What follows belongs to an exercise in optimizing a design on an open flow for a short achievable clock period; a production flow would make more cautious choices. At most, simulation tests tie the RTL to the original design; equivalence was not proved. Power is estimated from default activity; no workload was simulated.

Design new_component, start of the top module:
module new_component (
		input  wire [7:0]  	s0_address,     
		input  wire        	s0_read,        
		output reg  [31:0] 	s0_readdata,    
		input  wire        	s0_write,       
		input  wire [31:0] 	s0_writedata,   
		input  wire        	clk,          	 
		input  wire        	reset,			 
		output wire	[7:0]		led				 
	);
	reg [31:0] count;
	reg [31:0] duty;
	reg [31:0] period;
	reg        wrap;	 
	reg  [7:0] le;		 
	wire [31:0] wd  = s0_writedata;
	wire        hi0 = s0_address[7:2] == 6'd0;
	wire        wr0 = s0_write && hi0 && s0_address[1:0] == 2'd0;
	wire        wr1 = s0_write && hi0 && s0_address[1:0] == 2'd1;
	wire        wr2 = s0_write && hi0 && s0_address[1:0] == 2'd2;
	function [2:0] cmp;
		input [31:0] a;
		input [31:0] b;
		reg   [31:0] g;
		reg   [31:0] l;
		reg   [31:0] m;
		reg   [31:0] o;
		integer      w;
		integer      i;
		begin
			g = a & ~b;
			l = ~a & b;
			m = l;
			o = g;
			for (w = 16; w >= 1; w = w / 2)
				for (i = 0; i < w; i = i + 1)
				begin
					m[i] = (~g[2*i+1] & ~l[2*i+1] & m[2*i]) | (m[2*i+1] & o[2*i]);
					o[i] = o[2*i+1] & o[2*i];
					g[i] = g[2*i+1] | (~l[2*i+1] & g[2*i]);
					l[i] = l[2*i+1] | (~g[2*i+1] & l[2*i]);
				end
			cmp = {g[0], l[0], m[0]};
		end
	endfunction
	wire [2:0] c_wp = cmp(wd, period);
	wire [2:0] c_dw = cmp(duty, wd);
	wire [2:0] c_cw = cmp(count, wd);
	wire [2:0] c_cp = cmp(count, period);
	wire wd_lt_p  = c_wp[1];	 
	wire d_lt_wd  = c_dw[1];	 
	wire c_lt_wd  = c_cw[1];	 
	wire c1_eq_wd = c_cw[0];	 
	wire c1_eq_p  = c_cp[0];	 
	wire wd_zero  = wd == 32'd0;
	wire p_zero   = period == 32'd0;
	wire c_ne_d   = count != duty;
	always @(posedge clk)
	begin
		case(s0_address)
			8'h00   : s0_readdata <= period;
			8'h01   : s0_readdata <= duty;
			8'h02   : s0_readdata <= count;
			default : s0_readdata <= 0;
		endcase
	end
	always @(posedge clk)
	begin
		if(reset)
		begin
			duty   <= 0;
			period <= 0;
		end
		else
		begin
			if(wr0) period <= wd;
			if(wr1) duty   <= wd;
		end
	end
	always @(posedge clk)
	begin
		if(reset)
		begin
			count <= 0;
			wrap  <= 1'b1;
			le    <= 8'hff;
		end
		else
		begin
			if(wr2)
				count <= wd;
			else if(wrap)
				count <= 0;
			else
				count <= count + 32'd1;
			if(wr2)
				wrap <= ~wd_lt_p;
			else if(wr0)
  ...
Size: ~1500 cells after synthesis, roughly 140 flip-flops.
clock: 3.2 ns
lec_check: 0
abc_clock_period_in_ps: 1000
cap_margin: 20
core_margin: 2
core_utilization: 40
setup_slack_margin: 2.2
slew_margin: 20
standard.sh (not shown) runs the stock make flow with config.mk's settings and CLKGATE_MAP_FILE= SYNTH_SCRIPT=/design/flow/synth_recipe.tcl, a recipe that flattens the netlist after the stock synthesis.
==> flow/flow/run.sh <==
#!/bin/bash
# Own flow: the standard layout (standard.sh), with the synthesis script swapped for
# flow/my_synth.tcl (standard synthesis with a different ABC mapping script).
set -euo pipefail
W=$PWD
export FLOW_SYNTH_TCL=$W/synth_recipe.tcl
export ABC_SCRIPT_OVERRIDE=$W/flow/abc.script
sed "s|SYNTH_SCRIPT=[^ ]*|SYNTH_SCRIPT=$W/flow/my_synth.tcl|" standard.sh > my_standard.sh
grep -q "SYNTH_SCRIPT=$W/flow/my_synth.tcl" my_standard.sh
bash my_standard.sh finish > $W/make_finish.log 2>&1
==> flow/flow/abc.script <==
strash
dch
map
buffer -c
topo
stime -c
upsize -c
dnsize -c
==> flow/flow/my_synth.tcl <==
# The standard synthesis (synth_recipe.tcl), with two changes to the mapping of the logic
# between the registers: Yosys's adder extraction is skipped, so ABC sees every gate, and the
# final ABC run uses the script in ABC_SCRIPT_OVERRIDE. Registers are mapped as in the
# standard synthesis.
proc extract_fa {args} { puts "extract_fa skipped" }
proc abc {args} {
  set i [lsearch -exact $args -script]
  if { $i >= 0 } { lset args [expr { $i + 1 }] $::env(ABC_SCRIPT_OVERRIDE) }
  yosys abc {*}$args
}
source $::env(FLOW_SYNTH_TCL)
The starting point went through all stages and came out clean.
Then changed:
Settings changed: ABC_CLOCK_PERIOD_IN_PS 1000 to default, SETUP_SLACK_MARGIN 2.2 to 1.6, TNS_END_PERCENT from default to 10.
Area after synthesis stays the same.
Wire length is lower by 15%.
Clock power is higher by about 5%.
Sequential cell count is unchanged.
Cell area is lower by 11%.
Setup slack gains 0.42 ns.
Synthesized cell count stays the same.
Global-route usage is lower by 4.5 points.
Die area does not change.
No functional check of the RTL was part of any run of this note.

## run A
new_component, a different RTL version from the one above (not shown whole).
Size in the first run: about 2700 cells after synthesis, about 230 flip-flops, roughly 19000 um^2 of cells after synthesis.
==> flow/config.mk <==
export PLATFORM = sky130hd
export DESIGN_NAME = new_component
export DESIGN_NICKNAME = new_component
export VERILOG_FILES = /design/flow/design.v
export SDC_FILE = /design/flow/constraint.sdc
export NUM_CORES = 4
export LEC_CHECK = 0
export CAP_MARGIN = 20
export CORE_MARGIN = 2
export CORE_UTILIZATION = 40
export SETUP_SLACK_MARGIN = 1.6
export SLEW_MARGIN = 20
export TNS_END_PERCENT = 10
==> flow/constraint.sdc <==
create_clock -name core_clock -period 3.2 [get_ports {clk}]
set_input_delay 0.6400 -clock core_clock [delete_from_list [all_inputs] [get_ports {clk}]]
set_output_delay 0.6400 -clock core_clock [all_outputs]
set_load 0.01 [all_outputs]
==> flow/flow/run.sh <==
#!/bin/bash
# Own flow: the standard layout (standard.sh), with
#  - the synthesis script swapped for flow/my_synth.tcl (standard synthesis, but no adder
#    extraction and a delay-oriented ABC mapping script, flow/abc.script);
#  - ports buffered with buf_4 instead of the smallest buffer, and repair allowed to change a
#    cell's footprint when it resizes.
set -euo pipefail
W=$PWD
export FLOW_SYNTH_TCL=$W/synth_recipe.tcl
export ABC_SCRIPT_OVERRIDE=$W/flow/abc.script
sed "s|SYNTH_SCRIPT=[^ ]*|SYNTH_SCRIPT=$W/flow/my_synth.tcl|" standard.sh > my_standard.sh
grep -q "SYNTH_SCRIPT=$W/flow/my_synth.tcl" my_standard.sh
bash my_standard.sh "BUFFER_PORTS_ARGS=-buffer_cell sky130_fd_sc_hd__buf_4" MATCH_CELL_FOOTPRINT=0 finish > $W/make_finish.log 2>&1
==> flow/flow/abc.script <==
strash
dch
map -r
buffer -c
topo
stime -c
upsize -c
dnsize -c
Scripts as last shown in full above: flow/flow/my_synth.tcl
Inputs modified between run A and run B:
==> flow/flow/abc.script <==
strash
dch
map
buffer -c
topo
stime -c
upsize -c
dnsize -c
==> run notes <==
- Re number of antenna violations at the first check in global routing: run A was higher than run B.
- Run A vs run B, uppermost signal routing layer after detailed routing: met5 vs met4
- Standard cell core area ends up higher on run A.
- Relative to run A, the worst setup margin of run B is higher by 80 ps.
- A critical path capture point of wb$_SDFF_PP0_ is what run B shows, while lq[5]$_SDFF_PP0_ belongs to run A.
- From run B to run A, number of placed I/O pins did not move at all.
- Run B against run A: growth of design area from synthesis to finish grew by 15 points; final-layout worst hold slack shrank by 85 ps.
- Relative to run A, cell count after synthesis decreased by 916 in run B.
- | count of clock-buffer cells in the layout | higher: run B |
- Compared with run A, worst vdd rail ir drop in run B increased by a few percent.
#### Input delta (run C over run B)
==> flow/flow/abc.script <==
strash
&get -n
&st
&syn2
&if -g -K 6
&synch2
&put
dch
map -r
buffer -c
topo
stime -c
upsize -c
dnsize -c
==> comparison <==
Launching instance or port of the critical path = count[31]$_SDFF_PP0_: run B; launching instance or port of the critical path = count[22]$_SDFF_PP0_: run C
The lower fraction of met2 tracks used by global routing came out of run B.
NOTE number of cells after detailed placement run B->run C increased by more than a quarter
Summary of run C over run B: slew at the pin with the worst max-slew slack +200 ps, layout overhead on the synthesized area now sits lower, post-layout worst setup margin went down.
Inputs modified between run C and run D:
==> flow/flow/abc.script <==
strash
&get -n
&st
&syn2
&if -g -K 6
&synch2
&put
dch
map
buffer -c
topo
stime -c
upsize -c
dnsize -c
--- outcome ---
[diff] detailed placer's ending HPWL, run D relative to run C: improvement
Comparing run C and run D, the lower final total power is on run D.
From run C to run D the numbers moved as follows: mapped cell area went down by 34%, largest fanout of any net on the critical path went down by 4.
[compare] base=run C new=run D: starting density of the core went up 0.25 points; routed via count dropped 7979; overall track demand over capacity in global routing decreased 4.3 points.
Summary: with run C as the reference, die area in run D moved down by more than a quarter.
Run D: post-synthesis average cell area about 1.5% above run C
What run E does differently from run D at the input level:
- SETUP_SLACK_MARGIN: 1.6 -> 1.3
==> flow/flow/abc.script <==
strash
dch
map
buffer -c
topo
stime -c
upsize -c
dnsize -c
==> comparison <==
Run E -> run D: final sequential cell count delta 0, exact match
Compared with run D, in run E non-clock buffer count fell 71; count of distinct cell types in the synthesized netlist about even; number of buffer and inverter stages on the critical path fell 1; number of non-clock inverters in the layout fell 13%.
Measured against each other, run D and run E differ in minimum period implied by the final worst setup slack, the lower figure coming from run D.
Between run D and run E, the wire length of the first global-routing pass is lower for run D.
Side by side, total via count in the routed design turned out higher in run E than in run D.
Re maximum frequency: run D was higher than run E.
Note that the finished layout cell area recorded for run D amounts to 1.05 times the value seen in run E.

## re-timing with driven ports
In the flow no input, the clock included, has a driving cell. The finished layouts below were timed again as built, in two steps. Step 1: set_driving_cell puts a clkbuf_16 on clk and a buf_2 on each other input, an assumption about the parent block. Step 2, shift: input delay + t, output delay - t, t = (earliest + latest rising clock arrival at the registers) / 2. This alone moves slack from input paths to output paths. Slacks: ideal / step 1 / step 2; pairs: ideal / step 1.
run	shift t [ns]	slack for setup (ns)	worst setup path at the end	slew at the worst register clock pin (ns)	worst slew at a driven data input, ns
the first run of note 1	0.485	0.594 / 0.620 / 0.134	input to register	0.07 / 0.07	0.07
the second run of note 1	0.471	1.017 / 1.017 / 0.581	input to register	0.07 / 0.07	0.04
run A	0.619	1.259 / 1.259 / 0.689	input to register	0.07 / 0.07	0.11
run B	0.611	1.339 / 1.339 / 0.787	input to register	0.07 / 0.07	0.04
run C	0.631	1.280 / 1.280 / 0.690	input to register	0.07 / 0.07	0.06
run D	0.593	1.247 / 1.247 / 0.782	input to register	0.06 / 0.06	0.06
run E	0.593	1.198 / 1.198 / 0.725	input to register	0.06 / 0.06	0.04
After both steps setup and hold are still met in every run listed. The setup slack of run C, which loses most, moves by 0.000 ns with the drivers and by -0.590 ns with both steps.
